This design comes from an exercise in tuning for small area and a short achievable clock period on the open sky130 flow, not from production work.
No functional check of the RTL was part of any run shown here.

==> flow/design.v, too long to show whole: its modules and the start of the top module <==
// module iir: 892 lines
module iir(
    input clk,
    input rst_n,
    input [31:0] x,
    output reg [31:0] y
    );
  // ...
==> flow/flow/run.sh <==
#!/bin/bash
# Layout flow: the standard ORFS flow (standard.sh), with two changes:
#  1. the combinational logic of the standard synthesis is replaced by the
#     gate-level netlist that gen2.py writes from the same description as
#     rtl/iir.v (same registers, same names and cell types; checked by
#     swap_netlist.py, and the standard netlist is kept if they differ);
#  2. the port buffers are buf_2 cells instead of the default.
set -euo pipefail
export BUFFER_PORTS_ARGS="-buffer_cell sky130_fd_sc_hd__buf_2"
R=orfs/results/sky130hd/iir/base
bash standard.sh synth > standard_synth.log 2>&1
python3 flow/gen2.py --fay xor --fap cell --polmode 1 --net custom_netlist.v > gen2.log 2>&1
if python3 flow/swap_netlist.py $R/1_2_yosys.v custom_netlist.v > swap_netlist.log 2>&1; then
  cp $R/1_2_yosys.v standard_1_2_yosys.v
  cp custom_netlist.v $R/1_2_yosys.v
  touch $R/1_2_yosys.v
  rm -f $R/1_synth.odb $R/1_synth.sdc
fi
bash standard.sh finish > standard_finish.log 2>&1
==> flow/flow/swap_netlist.py <==
#!/usr/bin/env python3
"""Check that a hand-built netlist keeps the standard synthesis's registers
(same instance names and cell types) and ports; exit 1 if not.
usage: swap_netlist.py STANDARD.v CUSTOM.v"""
import re, sys

def info(path):
    t = open(path).read()
    ffs = {}
    for cell, name in re.findall(r'\b(sky130_fd_sc_hd__df\w+)\s+(\\\S+|\S+)\s*\(', t):
        ffs[name.lstrip('\\')] = cell
    m = re.search(r'module\s+iir\s*\((.*?)\);', t, re.S)
    ports = sorted(p.strip() for p in m.group(1).split(','))
    decl = sorted(re.findall(r'^\s*(input|output)\s+(\[[^\]]*\])?\s*(\w+);', t, re.M))
    return ffs, ports, decl

a = info(sys.argv[1])
b = info(sys.argv[2])
ok = True
if a[0] != b[0]:
    ok = False
    print('registers differ:')
    for k in sorted(set(a[0]) | set(b[0])):
        if a[0].get(k) != b[0].get(k):
            print('  ', k, a[0].get(k), b[0].get(k))
if a[1] != b[1] or a[2] != b[2]:
    ok = False
    print('ports differ:', a[1:], b[1:])
print('registers:', len(a[0]), 'match' if ok else 'MISMATCH')
sys.exit(0 if ok else 1)
==> flow/standard.sh <==
#!/bin/bash
# synth_recipe.tcl (not shown) runs the flow's synth.tcl, then flattens the netlist and writes it again
# the make line also repeats each setting of config.mk as NAME=value (left out here)
make -C /OpenROAD-flow-scripts/flow DESIGN_CONFIG=/design/flow/config.mk WORK_HOME=/design/flow/orfs CLKGATE_MAP_FILE= SYNTH_SCRIPT=/design/flow/synth_recipe.tcl "${@:-finish}"
==> flow/config.mk <==
export PLATFORM = sky130hd
export DESIGN_NAME = iir
export DESIGN_NICKNAME = iir
export VERILOG_FILES = /design/flow/design.v
export SDC_FILE = /design/flow/constraint.sdc
export NUM_CORES = 4
export LEC_CHECK = 0
export CAP_MARGIN = 20
export CORE_MARGIN = 2
export CORE_UTILIZATION = 70
export CTS_BUF_LIST = sky130_fd_sc_hd__clkbuf_4 sky130_fd_sc_hd__clkbuf_8
export SETUP_SLACK_MARGIN = 4
export SLEW_MARGIN = 20
==> flow/constraint.sdc <==
create_clock -name core_clock -period 7.5 [get_ports {clk}]
set_input_delay 1.5000 -clock core_clock [delete_from_list [all_inputs] [get_ports {clk}]]
set_output_delay 1.5000 -clock core_clock [all_outputs]
set_load 0.01 [all_outputs]
Not shown: flow/flow/gen2.py
==> summary.json, run 1 <==
{
  "floorplan": {
    "die_w_um": 111.6,
    "effective_utilization_at_floorplan": 0.7131,
    "coreArea_um2": 11370
  },
  "setup_path": {
    "path_max_fanout": 6,
    "cp.buffers_inverters": 2,
    "reg2reg_from": "y[8]",
    "setup.worst_path.end": "y[31]",
    "critical_path_class": "in -> reg"
  },
  "layout": {
    "clock_area_frac": 0.02915,
    "stdcell_area_um2": 9186,
    "layout_common_cells": "xor2_1, nor2_1, dfrtp_1",
    "top_regs": "p x32, y x32, x1 x31",
    "nClkBuffers": 9,
    "multi_input_comb_area_um2": 5638
  },
  "sta": {
    "fmax_ghz": 0.2882,
    "maxSlewViolCount": 0,
    "worst_slew_pin_slew_ps": 770.4
  },
  "global_routing": {
    "global_route.peak_usage_layer": "met2",
    "grt_use_total": 0.3211
  },
  "flow_run": {
    "cap_violations": 0
  },
  "min_path": {
    "whs_path_depth": 0
  },
  "routing": {
    "final_antenna_net_count": 0,
    "route.met3.wl_um": 808
  },
  "status": {
    "run_status": "no timing/DRC/antenna violations"
  },
  "clocking": {
    "numCtsBuffers": 9,
    "cts.repair.resized": 7
  }
}
==> run 2: changes to the inputs <==
--- a/flow/config.mk
+++ b/flow/config.mk
@@ -10,4 +10,4 @@
 export CORE_UTILIZATION = 70
 export CTS_BUF_LIST = sky130_fd_sc_hd__clkbuf_4 sky130_fd_sc_hd__clkbuf_8
-export SETUP_SLACK_MARGIN = 4
+export SETUP_SLACK_MARGIN = 3.5
 export SLEW_MARGIN = 20
==> run 2 against run 1 <==
Worst hold slack lost 13 ps. Core utilization shrank 2.8 points. Maximum frequency shrank 9.8%. Non-clock buffer count shrank 5. Critical path depth is the same. Critical path type unchanged. Highest routed layer unchanged. Via count shrank 3.8%. Setup slack lost 380 ps. Routed wire length shrank 8.9%. Synthesized cell count is the same. Synthesized area is the same. Still clean. Critical endpoint is now y[21].
==> summary.json, run 2 <==
{
  "status": {
    "run_status": "no timing/DRC/antenna violations"
  },
  "sta": {
    "finalWorstPathRequiredPeriod_ps": 3846,
    "fmax": {"value": 0.2600, "unit": "GHz", "change": "-9.8%"},
    "setup_viol": 0,
    "grt_setup_unrepaired": "false",
    "period_share": 0.5128,
    "maxSlewViolCount": {"value": 0, "change": "unchanged"},
    "number_of_endpoints_with_negative_hold_slack_in_the_final_report": 0,
    "clock-skew-final_ps": 9.582,
    "max_slew_margin": 0.5567,
    "layout_setup_ws_ps": 3654,
    "worst_slew_pin_slew": {"value": 665.0, "unit": "ps", "change": "-105.4 ps"},
    "setup_tns_ps": 0
  },
  "global_routing": {
    "grt_pass1_vias": 6594,
    "antenna_violations_before_repair": 0,
    "grt_overflow": 0,
    "maximum_number_of_pins_on_one_net_before_global_route_repair": 49,
    "grt_use_total": {"value": 0.3047, "change": "-0.01641"},
    "grt_first_pass_wirelength_um": 30400
  },
  "routing": {
    "firstDrtPassIters": 5,
    "detail_route.drc_violations": 0,
    "routed_wirelength_um": 17520,
    "drtIter0Drc": 384,
    "routed_via_density": 5.507,
    "vias": 6184,
    "final_antenna_net_count": {"value": 0, "change": "unchanged"},
    "routedWlPerCell_um": 15.60
  },
  "floorplan": {
    "die_height_um": 111.6,
    "placement_rows": 39,
    "die_area_um2": 12460,
    "boundary_pin_count": 66,
    "coreArea": {"value": 11370, "unit": "um^2", "change": "unchanged"},
    "effective_utilization_at_floorplan": {"value": 0.7131, "change": "unchanged"},
    "die_w": {"value": 111.6, "unit": "um", "change": "unchanged"}
  },
  "clocking": {
    "worstSkewPairLatency_ps": 380,
    "cts.root.buffer_cell": "clkbuf_8",
    "numCtsBuffers": {"value": 9, "change": "unchanged"},
    "hold_fix_buffer_count_after_cts": 0,
    "clk_pin_slew_ps": 90,
    "clock_tree.htree_level_count": 3,
    "clock-sinks": 95,
    "clock_path_buffers": 2,
    "tritoncts": "built"
  },
  "layout": {
    "area_delta_synth_final_pct": 9.336,
    "antenna-diode-count": 0,
    "mostFrequentLayoutCell": "xor2_1",
    "top_regs": "p x32, y x32, x1 x31",
    "final.fill_count": 773,
    "nets": 1069,
    "stdcell_area": {"value": 8865, "unit": "um^2", "change": "-3.5%"},
    "layoutNonFillerInstCount": 1123,
    "layout_common_cells": "xor2_1, nor2_1, dfrtp_1",
    "post_route_cells_drive_above_1_share": 0.08980
  },
  "synth": {
    "avgSynthCellArea_um2": 9.069,
    "mapped_cell_area_um2": 8108,
    "synth_fp_nets": 988,
    "synth_cells": 894,
    "yosys_warnings": 1
  },
  "min_path": {
    "worst_hold_path_type": "reg -> reg"
  },
  "placed_design": {
    "postPlaceCellArea_um2": 8641,
    "place.port_buffers": 65,
    "hpwl_um": 14090,
    "place.detailed.instances": 1105,
    "place.gp.congestion": 0.8607,
    "pre_cts_setup_slack_ps": 3005
  },
  "setup_path": {
    "worst_ep_required_time_ps": 7810,
    "worstSetupEndpointType": "flip-flop",
    "critical_path_class": "in -> reg",
    "path_max_fanout": {"value": 7, "change": "+1"},
    "critical_path_arrival_ps": 4150,
    "cp-start-kind": "input port"
  },
  "flow_run": {
    "cap_violations": {"value": 0, "change": "unchanged"}
  }
}
run 2: what timing repair did:
item | 4_1_cts | 5_1_grt
setup endpoints to repair | 5 | 10
setup buffers | 0 | 2
resized for setup | 1 | 1
run 2: layout make-up:
cell class | instances | area [um^2] | share of cell area
clock inverters | 6 | 60.06 | 0.006775
clock buffers | 10 | 137.6 | 0.01553
repair buffers | 70 | 365.4 | 0.04121
flip-flops and latches | 95 | 2377 | 0.2682
inverters | 84 | 315.3 | 0.03557
multi-input cells | 715 | 5430 | 0.6126
well taps | 143 | 178.9 | 0.02018
run 2: routing by layer:
layer  share of wire  vias up  GRT usage
met5               0        -          0
met1            0.42     3001     0.3722
met2            0.52      143     0.5487
li1                -     2995          -
met3           0.029       45    0.04028
met4           0.028        0     0.1202
run 2: worst max-delay path, stage by stage:
cell	delay, ps
buf_2	150
maj3_1	410
maj3_1	420
nor2_1	150
o21ai_1	130
a21oi_1	380
o21ai_1	160
a21oi_4	290
inv_1	180
a21oi_1	240
xnor2_1	140
run 2: per-stage QoR:
| stage | hold WS [ps] | util |
|---|---|---|
| 6_report | 358.2 | 0.7797 |
| 5_1_grt | 369.6 | 0.7797 |
| 4_1_cts | 362.3 | 0.7780 |
| 3_5_place_dp | 351.0 | 0.7600 |
| 3_3_place_gp | 335.2 | 0.7600 |
| 2_1_floorplan | 331.2 | - |
run 2: worst paths after layout:
path,slack [ps],from,end,cells past startpoint
worst max-delay path,3650,x[5],y[21],11
worst min-delay path,360,p[0],y[0],0
worst max register to register,3980,y[1],p[31],12
worst min register to register,360,p[0],y[0],0
max in group asynchronous,5290,rst_n,p[10],2
min in group asynchronous,1140,rst_n,y[20],1

## separate check: timing with driven ports
In the flow no input, the clock included, has a driving cell. The finished layouts below were timed again as built, in two steps.
Step 1 (the two cells are an assumption about what drives the block):
set clk [get_ports {clk}]
set_driving_cell -lib_cell sky130_fd_sc_hd__clkbuf_16 $clk
set_driving_cell -lib_cell sky130_fd_sc_hd__buf_2 [delete_from_list [all_inputs] $clk]
Step 2 moves the port delays by t, midway between the first and last clock arrival at a register: inputs arrive t later, outputs are due t later. That takes back most of the time a late clock gives input paths.
Three values: no drivers, after step 1, after step 2; two values: the first two.
run | shift t [ns] | setup slack, ns | worst register clock-pin slew, ns | cell pins on the clock port's net
run 1 | 0.415 | 4.030 / 4.046 / 3.631 | 0.10 / 0.10 | 1
run 2 | 0.411 | 3.654 / 3.673 / 3.262 | 0.09 / 0.09 | 1
After both steps every run listed still meets setup and hold. For run 1, which loses most, drivers alone change the setup slack by +0.016 ns; drivers and shift together by -0.399 ns.
